This design comes from an exercise in tuning for small area and a short achievable clock period on the open sky130 flow, not from production work.
Where RTL was checked, it was by simulation tests only, not by an equivalence proof against the original.
Power figures rest on the tool's default switching activity, not on a simulated workload.

==> flow/design.v (excerpt) <==
module ALU_TOP(
input    wire     [15:0]     A,B,
input    wire     [3:0]      ALU_FUN,
input    wire                clk,
input    wire                RST,
output   wire      [15:0]    Arith_OUT,Logic_OUT,CMP_OUT,Shift_OUT,
output   wire                Carry_OUT,
output   wire                Arith_Flag,Logic_Flag,CMP_Flag,Shift_Flag
);
For scale: ~2100 cells after synthesis, roughly 58 flip-flops, about 12000 um2 of cells after synthesis.
==> module ALU_TOP, before the edit <==
module ALU_TOP(
input    wire     [15:0]     A,B,
input    wire     [3:0]      ALU_FUN,
input    wire                clk,
input    wire                RST,
output   wire      [15:0]    Arith_OUT,Logic_OUT,CMP_OUT,Shift_OUT,
output   wire                Carry_OUT,
output   wire                Arith_Flag,Logic_Flag,CMP_Flag,Shift_Flag
);
localparam M = 5;       
localparam TOPO = 2;    
wire is_mul = (ALU_FUN == 4'b0010);
wire is_div = (ALU_FUN == 4'b0011);
wire is_add = (ALU_FUN == 4'b0000);
wire is_sub = (ALU_FUN == 4'b0001);
wire [15:0] x_in [16:M];
assign x_in[16] = is_mul ? 16'b0 : A;
wire [15:M] q_hi;
genvar i;
generate
for (i = 15; i >= M; i = i - 1) begin : g_row_in
  wire [15-i:0] y = is_mul ? (A[15-i:0] & {(16-i){B[i]}}) : ~B[15-i:0];
  wire          bz = ~|B[15:16-i];
  wire          cout;
  wire [15-i:0] s;
  Arithmetic_Unit #(.W(16-i), .TOPO(TOPO)) U_row (.X(x_in[i+1][15:i]), .Y(y), .CI(~is_mul), .S(s), .CO(cout), .PP());
  assign q_hi[i] = cout & bz;
  wire take = is_mul | (is_div & q_hi[i]);
  assign x_in[i] = {take ? s : x_in[i+1][15:i], x_in[i+1][i-1:0]};
end
endgenerate
reg [15:0]   X_r, Y_r;
reg [15:M]   Q_r;
reg [M-1:0]  G_r;
reg [3:0]    fun_r;
reg          mul_r, div_r, add_r, as_r, ci_r;
reg          vld_r;
always @(posedge clk or negedge RST)
begin
  if (!RST)
    vld_r <= 1'b0;
  else
    vld_r <= 1'b1;
end
always @(posedge clk)
begin
  X_r   <= x_in[M];
  Y_r   <= is_mul ? A : is_add ? B : ~B;
  Q_r   <= q_hi;
  G_r   <= is_mul ? B[M-1:0] : {M{1'b1}};
  fun_r <= ALU_FUN;
  mul_r <= is_mul;
  div_r <= is_div;
  add_r <= is_add;
  as_r  <= is_add | is_sub;
  ci_r  <= ~is_mul & ~is_add;
end
wire arith_en, logic_en, cmp_en, shift_en;
Decoder U_Decoder (.ALU_FUN(fun_r), .VLD(vld_r),
  .Arith_EN(arith_en), .Logic_EN(logic_en), .CMP_EN(cmp_en), .Shift_EN(shift_en));
wire [15:0] x_out [M:0];
assign x_out[M] = X_r;
wire [M-1:0] q_lo;
wire         co0;
wire         eq0;
generate
for (i = M-1; i >= 0; i = i - 1) begin : g_row_out
  wire [15-i:0] y = Y_r[15-i:0] & {(16-i){G_r[i]}};
  wire          bz;
  if (i == 0) begin : g_bz0
    assign bz = 1'b1;
  end else begin : g_bz
    assign bz = ~|(~Y_r[15:16-i]);
  end
  wire          cout, pp;
  wire [15-i:0] s;
  Arithmetic_Unit #(.W(16-i), .TOPO(TOPO)) U_row (.X(x_out[i+1][15:i]), .Y(y), .CI(ci_r), .S(s), .CO(cout), .PP(pp));
  assign q_lo[i] = cout & bz;
  if (i == 0) begin : g_x0
    wire take = mul_r | as_r;
    assign x_out[i] = take ? s : x_out[i+1];
    assign eq0 = pp;
    assign co0 = cout;
  end else begin : g_x
    wire take = mul_r | (div_r & q_lo[i]);
    assign x_out[i] = {take ? s : x_out[i+1][15:i], x_out[i+1][i-1:0]};
  end
end
endgenerate
wire [15:0] quot = {Q_r, q_lo};
assign Arith_OUT  = {16{arith_en}} & (div_r ? quot : x_out[0]);
assign Carry_OUT  = arith_en & add_r & co0;
assign Arith_Flag = arith_en;
CMP_Unit U_CMP (.GE(co0), .EQ(eq0), .FUN(fun_r[1:0]), .CMP_EN(cmp_en),
  .CMP_OUT(CMP_OUT), .CMP_Flag(CMP_Flag));
Logic_Unit U_logic (.A(X_r), .NB(Y_r), .FUN(fun_r[1:0]), .Logic_EN(logic_en),
  .Logic_OUT(Logic_OUT), .Logic_Flag(Logic_Flag));
Shift_Unit U_Shift (.A(X_r), .NB(Y_r), .FUN(fun_r[1:0]), .Shift_EN(shift_en),
  .Shift_OUT(Shift_OUT), .Shift_Flag(Shift_Flag));
endmodule
clock: 32.0 ns
lec_check: 0
abc_area: 1
cap_margin: 20
core_margin: 2
core_utilization: 60
slew_margin: 20
standard.sh (not shown) runs the stock make flow with config.mk's settings and CLKGATE_MAP_FILE= SYNTH_SCRIPT=/design/flow/synth_recipe.tcl, a recipe that flattens the netlist after the stock synthesis.
==> flow/flow/run.sh <==
#!/bin/bash
# The standard layout (standard.sh), with these settings changed:
#   ADDER_MAP_FILE empty: synthesis does not extract full/half adder cells
#   SETUP_SLACK_MARGIN: timing repair aims for this much setup slack
#   ABC_LOAD_IN_FF: load synthesis assumes on each gate output (fF)
#   BUFFER_PORTS_ARGS: the port buffers are the smallest buffer cell
set -euo pipefail
bash standard.sh ADDER_MAP_FILE= ABC_LOAD_IN_FF=1 SETUP_SLACK_MARGIN=13 "BUFFER_PORTS_ARGS=-buffer_cell sky130_fd_sc_hd__buf_1" finish > flow.log 2>&1
Then changed:
--- a/flow/design.v
+++ b/flow/design.v
@@ -141,7 +141,7 @@
 output   wire                Carry_OUT,
 output   wire                Arith_Flag,Logic_Flag,CMP_Flag,Shift_Flag
 );
-localparam M = 5;       
+localparam M = 6;       
 localparam TOPO = 2;    
 wire is_mul = (ALU_FUN == 4'b0010);
 wire is_div = (ALU_FUN == 4'b0011);
Outcome: The changed run went through all stages and came out clean; count of clock-buffer cells in the layout grows by 1; non-clock buffer count shrinks by 22; die area went up by 1.8%; power increases by 3.3%; core utilization drops by 2.3 points; routed wire length increases by 1.2%; sequential share of layout area is about the same; synthesized area grows by 1.8%; flip-flop and latch count stays the same; via count rose by about 2.6%; final area decreases by about 0.65%; synthesized cell count is higher by about 5%; setup slack is better by 280 ps; final cell count goes up by about 4.7%.
For the first run of this note, only the layout was checked, not whether the RTL still works.

* * *

The RTL this note starts from:
==> flow/design.v <==
module Decoder(
input       wire    [3:0]     ALU_FUN,
input       wire              VLD,
output      wire              Arith_EN,Logic_EN,CMP_EN,Shift_EN
);
assign Arith_EN = VLD & (ALU_FUN[3:2] == 2'b00);
assign Logic_EN = VLD & (ALU_FUN[3:2] == 2'b01);
assign CMP_EN   = VLD & (ALU_FUN[3:2] == 2'b10);
assign Shift_EN = VLD & (ALU_FUN[3:2] == 2'b11);
endmodule
module Arithmetic_Unit #(parameter W = 16, parameter TOPO = 0) (
input    wire     [W-1:0]   X,Y,
input    wire               CI,
output   wire     [W-1:0]   S,
output   wire               CO,
output   wire               PP
);
localparam L = (W <= 2) ? 1 : (W <= 4) ? 2 : (W <= 8) ? 3 : 4;
wire [W-1:0] p0 = X ^ Y;
wire [W:0]   c;
genvar l, j;
generate
if (TOPO == 3) begin : g_plain
  assign {c[W], S} = {1'b0, X} + {1'b0, Y} + {{W{1'b0}}, CI};
end else if (TOPO == 2) begin : g_bk
  wire [W-1:0] g [0:2*L];
  wire [W-1:0] p [0:2*L];
  assign g[0] = (X & Y) | {{(W-1){1'b0}}, p0[0] & CI};
  assign p[0] = p0;
  for (l = 0; l < L; l = l + 1) begin : g_up
    for (j = 0; j < W; j = j + 1) begin : g_bit
      if (((j + 1) % (1 << (l + 1))) == 0) begin : g_op
        assign g[l+1][j] = g[l][j] | (p[l][j] & g[l][j - (1 << l)]);
        assign p[l+1][j] = p[l][j] & p[l][j - (1 << l)];
      end else begin : g_cp
        assign g[l+1][j] = g[l][j];
        assign p[l+1][j] = p[l][j];
      end
    end
  end
  for (l = L - 1; l >= 0; l = l - 1) begin : g_dn
    for (j = 0; j < W; j = j + 1) begin : g_bit
      if ((((j + 1) % (1 << (l + 1))) == (1 << l)) && (j >= (1 << (l + 1)))) begin : g_op
        assign g[2*L-l][j] = g[2*L-l-1][j] | (p[2*L-l-1][j] & g[2*L-l-1][j - (1 << l)]);
        assign p[2*L-l][j] = p[2*L-l-1][j] & p[2*L-l-1][j - (1 << l)];
      end else begin : g_cp
        assign g[2*L-l][j] = g[2*L-l-1][j];
        assign p[2*L-l][j] = p[2*L-l-1][j];
      end
    end
  end
  assign c = {g[2*L], CI};
end else begin : g_pp
  wire [W-1:0] g [0:L];
  wire [W-1:0] p [0:L];
  assign g[0] = (X & Y) | {{(W-1){1'b0}}, p0[0] & CI};
  assign p[0] = p0;
  for (l = 0; l < L; l = l + 1) begin : g_lvl
    for (j = 0; j < W; j = j + 1) begin : g_bit
      if (TOPO == 1) begin : g_ks
        if (j >= (1 << l)) begin : g_op
          assign g[l+1][j] = g[l][j] | (p[l][j] & g[l][j - (1 << l)]);
          assign p[l+1][j] = p[l][j] & p[l][j - (1 << l)];
        end else begin : g_cp
          assign g[l+1][j] = g[l][j];
          assign p[l+1][j] = p[l][j];
        end
      end else begin : g_sk
        if ((j >> l) & 1) begin : g_op
          assign g[l+1][j] = g[l][j] | (p[l][j] & g[l][((j >> l) << l) - 1]);
          assign p[l+1][j] = p[l][j] & p[l][((j >> l) << l) - 1];
        end else begin : g_cp
          assign g[l+1][j] = g[l][j];
          assign p[l+1][j] = p[l][j];
        end
      end
    end
  end
  assign c = {g[L], CI};
end
endgenerate
generate
if (TOPO != 3) begin : g_sum
  assign S = p0 ^ c[W-1:0];
end
endgenerate
assign CO = c[W];
assign PP = &p0;
endmodule
module Logic_Unit(
input    wire     [15:0]    A,B,
input    wire     [1:0]     FUN,
output   wire     [15:0]    Logic_C
);
wire [15:0] r = FUN[0] ? (A | B) : (A & B);
assign Logic_C = r ^ {16{FUN[1]}};
endmodule
module CMP_Unit(
input    wire                GE,
input    wire                EQ,
input    wire     [1:0]      FUN,
input    wire                CMP_EN,
output   wire     [15:0]     CMP_OUT,
output   wire                CMP_Flag
);
wire eq = EQ;
reg  r;
always @(*)
begin
  case (FUN)
    2'b00: r = 1'b0;
    2'b01: r = eq;
    2'b10: r = GE & ~eq;
    2'b11: r = ~GE;
  endcase
end
assign CMP_OUT  = {15'b0, CMP_EN & r};
assign CMP_Flag = CMP_EN;
endmodule
module Shift_Unit(
input    wire     [15:0]     A,B,
input    wire     [1:0]      FUN,
output   wire     [15:0]     Shift_C
);
wire [15:0] v = FUN[1] ? B : A;
assign Shift_C = FUN[0] ? {v[14:0], 1'b0} : {1'b0, v[15:1]};
endmodule
module ALU_TOP(
input    wire     [15:0]     A,B,
input    wire     [3:0]      ALU_FUN,
input    wire                clk,
input    wire                RST,
output   wire      [15:0]    Arith_OUT,Logic_OUT,CMP_OUT,Shift_OUT,
output   wire                Carry_OUT,
output   wire                Arith_Flag,Logic_Flag,CMP_Flag,Shift_Flag
);
localparam M = 7;       
localparam TOPO = 0;    
wire is_mul = (ALU_FUN == 4'b0010);
wire is_div = (ALU_FUN == 4'b0011);
wire is_add = (ALU_FUN == 4'b0000);
wire is_sub = (ALU_FUN == 4'b0001);
wire is_logic = (ALU_FUN[3:2] == 2'b01);
wire is_shift = (ALU_FUN[3:2] == 2'b11);
wire [15:0] logic_c, shift_c;
Logic_Unit U_logic (.A(A), .B(B), .FUN(ALU_FUN[1:0]), .Logic_C(logic_c));
Shift_Unit U_Shift (.A(A), .B(B), .FUN(ALU_FUN[1:0]), .Shift_C(shift_c));
wire [15:0] x_in [16:M];
assign x_in[16] = is_mul ? 16'b0 : is_logic ? logic_c : is_shift ? shift_c : A;
wire [15:M] q_hi;
genvar i;
generate
for (i = 15; i >= M; i = i - 1) begin : g_row_in
  wire [15-i:0] y = is_mul ? (A[15-i:0] & {(16-i){B[i]}}) : ~B[15-i:0];
  wire          bz = ~|B[15:16-i];
  wire          cout;
  wire [15-i:0] s;
  Arithmetic_Unit #(.W(16-i), .TOPO(TOPO)) U_row (.X(x_in[i+1][15:i]), .Y(y), .CI(~is_mul), .S(s), .CO(cout), .PP());
  assign q_hi[i] = cout & bz;
  wire take = is_mul | (is_div & q_hi[i]);
  assign x_in[i] = {take ? s : x_in[i+1][15:i], x_in[i+1][i-1:0]};
end
endgenerate
reg [15:0]   X_r, Y_r;
reg [15:M]   Q_r;
reg [M-1:0]  G_r;
reg [3:0]    fun_r;
reg          mul_r, div_r, add_r, as_r, ci_r;
reg          vld_r;
always @(posedge clk or negedge RST)
begin
  if (!RST)
    vld_r <= 1'b0;
  else
    vld_r <= 1'b1;
end
always @(posedge clk)
begin
  X_r   <= x_in[M];
  Y_r   <= is_mul ? A : is_add ? B : ~B;
  Q_r   <= q_hi;
  G_r   <= is_mul ? B[M-1:0] : {M{1'b1}};
  fun_r <= ALU_FUN;
  mul_r <= is_mul;
  div_r <= is_div;
  add_r <= is_add;
  as_r  <= is_add | is_sub;
  ci_r  <= ~is_mul & ~is_add;
end
wire arith_en, logic_en, cmp_en, shift_en;
Decoder U_Decoder (.ALU_FUN(fun_r), .VLD(vld_r),
  .Arith_EN(arith_en), .Logic_EN(logic_en), .CMP_EN(cmp_en), .Shift_EN(shift_en));
wire [15:0] x_out [M:0];
assign x_out[M] = X_r;
wire [M-1:0] q_lo;
wire         co0;
wire         eq0;
generate
for (i = M-1; i >= 0; i = i - 1) begin : g_row_out
  wire [15-i:0] y = Y_r[15-i:0] & {(16-i){G_r[i]}};
  wire          bz;
  if (i == 0) begin : g_bz0
    assign bz = 1'b1;
  end else begin : g_bz
    assign bz = ~|(~Y_r[15:16-i]);
  end
  wire          cout, pp;
  wire [15-i:0] s;
  Arithmetic_Unit #(.W(16-i), .TOPO(TOPO)) U_row (.X(x_out[i+1][15:i]), .Y(y), .CI(ci_r), .S(s), .CO(cout), .PP(pp));
  assign q_lo[i] = cout & bz;
  if (i == 0) begin : g_x0
    wire take = mul_r | as_r;
    assign x_out[i] = take ? s : x_out[i+1];
    assign eq0 = pp;
    assign co0 = cout;
  end else begin : g_x
    wire take = mul_r | (div_r & q_lo[i]);
    assign x_out[i] = {take ? s : x_out[i+1][15:i], x_out[i+1][i-1:0]};
  end
end
endgenerate
wire [15:0] quot = {Q_r, q_lo};
assign Arith_OUT  = {16{arith_en}} & (div_r ? quot : x_out[0]);
assign Carry_OUT  = arith_en & add_r & co0;
assign Arith_Flag = arith_en;
CMP_Unit U_CMP (.GE(co0), .EQ(eq0), .FUN(fun_r[1:0]), .CMP_EN(cmp_en),
  .CMP_OUT(CMP_OUT), .CMP_Flag(CMP_Flag));
assign Logic_OUT  = {16{logic_en}} & X_r;
assign Logic_Flag = logic_en;
assign Shift_OUT  = {16{shift_en}} & X_r;
assign Shift_Flag = shift_en;
endmodule
clock: 32.0 ns
lec_check: 0
abc_area: 1
cap_margin: 20
core_margin: 2
core_utilization: 40
slew_margin: 20
==> flow/flow/run.sh <==
#!/bin/bash
# Standard layout, with timing repair aiming for a larger setup margin.
set -euo pipefail
bash standard.sh SETUP_SLACK_MARGIN=12 finish > flow.log 2>&1
==> next run, changes <==
--- a/flow/design.v
+++ b/flow/design.v
@@ -87,14 +87,18 @@
 assign CO = c[W];
 assign PP = &p0;
 endmodule
 module Logic_Unit(
-input    wire     [15:0]    A,B,
+input    wire     [15:0]    A,NB,
 input    wire     [1:0]     FUN,
-output   wire     [15:0]    Logic_C
-);
+input    wire               Logic_EN,
+output   wire     [15:0]    Logic_OUT,
+output   wire               Logic_Flag
+);
+wire [15:0] B = ~NB;
 wire [15:0] r = FUN[0] ? (A | B) : (A & B);
-assign Logic_C = r ^ {16{FUN[1]}};
+assign Logic_OUT  = {16{Logic_EN}} & (r ^ {16{FUN[1]}});
+assign Logic_Flag = Logic_EN;
 endmodule
 module CMP_Unit(
 input    wire                GE,
 input    wire                EQ,
@@ -117,14 +121,17 @@
 assign CMP_OUT  = {15'b0, CMP_EN & r};
 assign CMP_Flag = CMP_EN;
 endmodule
 module Shift_Unit(
-input    wire     [15:0]     A,B,
+input    wire     [15:0]     A,NB,
 input    wire     [1:0]      FUN,
-output   wire     [15:0]     Shift_C
-);
-wire [15:0] v = FUN[1] ? B : A;
-assign Shift_C = FUN[0] ? {v[14:0], 1'b0} : {1'b0, v[15:1]};
+input    wire                Shift_EN,
+output   wire     [15:0]     Shift_OUT,
+output   wire                Shift_Flag
+);
+wire [15:0] v = FUN[1] ? ~NB : A;
+assign Shift_OUT  = {16{Shift_EN}} & (FUN[0] ? {v[14:0], 1'b0} : {1'b0, v[15:1]});
+assign Shift_Flag = Shift_EN;
 endmodule
 module ALU_TOP(
 input    wire     [15:0]     A,B,
 input    wire     [3:0]      ALU_FUN,
@@ -134,20 +141,15 @@
 output   wire                Carry_OUT,
 output   wire                Arith_Flag,Logic_Flag,CMP_Flag,Shift_Flag
 );
 localparam M = 7;       
-localparam TOPO = 0;    
+localparam TOPO = 2;    
 wire is_mul = (ALU_FUN == 4'b0010);
 wire is_div = (ALU_FUN == 4'b0011);
 wire is_add = (ALU_FUN == 4'b0000);
 wire is_sub = (ALU_FUN == 4'b0001);
-wire is_logic = (ALU_FUN[3:2] == 2'b01);
-wire is_shift = (ALU_FUN[3:2] == 2'b11);
-wire [15:0] logic_c, shift_c;
-Logic_Unit U_logic (.A(A), .B(B), .FUN(ALU_FUN[1:0]), .Logic_C(logic_c));
-Shift_Unit U_Shift (.A(A), .B(B), .FUN(ALU_FUN[1:0]), .Shift_C(shift_c));
 wire [15:0] x_in [16:M];
-assign x_in[16] = is_mul ? 16'b0 : is_logic ? logic_c : is_shift ? shift_c : A;
+assign x_in[16] = is_mul ? 16'b0 : A;
 wire [15:M] q_hi;
 genvar i;
 generate
 for (i = 15; i >= M; i = i - 1) begin : g_row_in
@@ -224,9 +226,9 @@
 assign Carry_OUT  = arith_en & add_r & co0;
 assign Arith_Flag = arith_en;
 CMP_Unit U_CMP (.GE(co0), .EQ(eq0), .FUN(fun_r[1:0]), .CMP_EN(cmp_en),
   .CMP_OUT(CMP_OUT), .CMP_Flag(CMP_Flag));
-assign Logic_OUT  = {16{logic_en}} & X_r;
-assign Logic_Flag = logic_en;
-assign Shift_OUT  = {16{shift_en}} & X_r;
-assign Shift_Flag = shift_en;
-endmodule
+Logic_Unit U_logic (.A(X_r), .NB(Y_r), .FUN(fun_r[1:0]), .Logic_EN(logic_en),
+  .Logic_OUT(Logic_OUT), .Logic_Flag(Logic_Flag));
+Shift_Unit U_Shift (.A(X_r), .NB(Y_r), .FUN(fun_r[1:0]), .Shift_EN(shift_en),
+  .Shift_OUT(Shift_OUT), .Shift_Flag(Shift_Flag));
+endmodule
Final area grows by 6.2%. Core utilization grows by 6.4 points. Routed wire length grows by 1.2%. Via count shrinks by 6.2%. Die area shrinks by 4.2%. Global-route usage grows by 0.68 points. Synthesized area shrinks by 4.3%. Power shrinks by 1.1%. Sequential power grows by about 0.8%. Sequential share of layout area shrinks by 0.35 points.
No run of this note included a check of the RTL's function; only the layout flow was run.

==> port drivers added, routing unchanged <==
The results above use ideal ports. As a check the final layouts listed here were re-extracted and re-timed, cells and wires unchanged.
Step 1, drivers: a clkbuf_16 drives clk and a buf_2 each remaining input, both assumed.
Step 2 adds t to the input delays and takes it off the output delays; t is the mean of the earliest and latest rising clock arrival at the registers after step 1. Input paths then give back, and output paths get back, about the clock's delay inside the block.
a / b / c = ideal / step 1 / step 2; a / b = the first two.
| run | t (ns) | slack for setup (ns) | worst setup path after step 2 | clock arrival spread, ns | worst data-port slew with drivers (ns) |
|---|---|---|---|---|---|
| the first run of note 1 | 0.354 | 13.966 / 13.931 / 13.917 | input to register | 0.008 / 0.008 | 0.06 |
| the second run of note 1 | 0.359 | 14.241 / 14.239 / 13.898 | input to register | 0.009 / 0.008 | 0.04 |
| the first run of note 2 | 0.363 | 12.446 / 12.467 / 12.104 | input to register | 0.010 / 0.010 | 0.04 |
| the second run of note 2 | 0.352 | 11.215 / 11.174 / 11.527 | register to output | 0.007 / 0.007 | 0.04 |
After both steps every run listed still meets setup and hold. The setup slack of the second run of note 1, which loses most, moves by -0.002 ns with the drivers and by -0.343 ns with both steps.
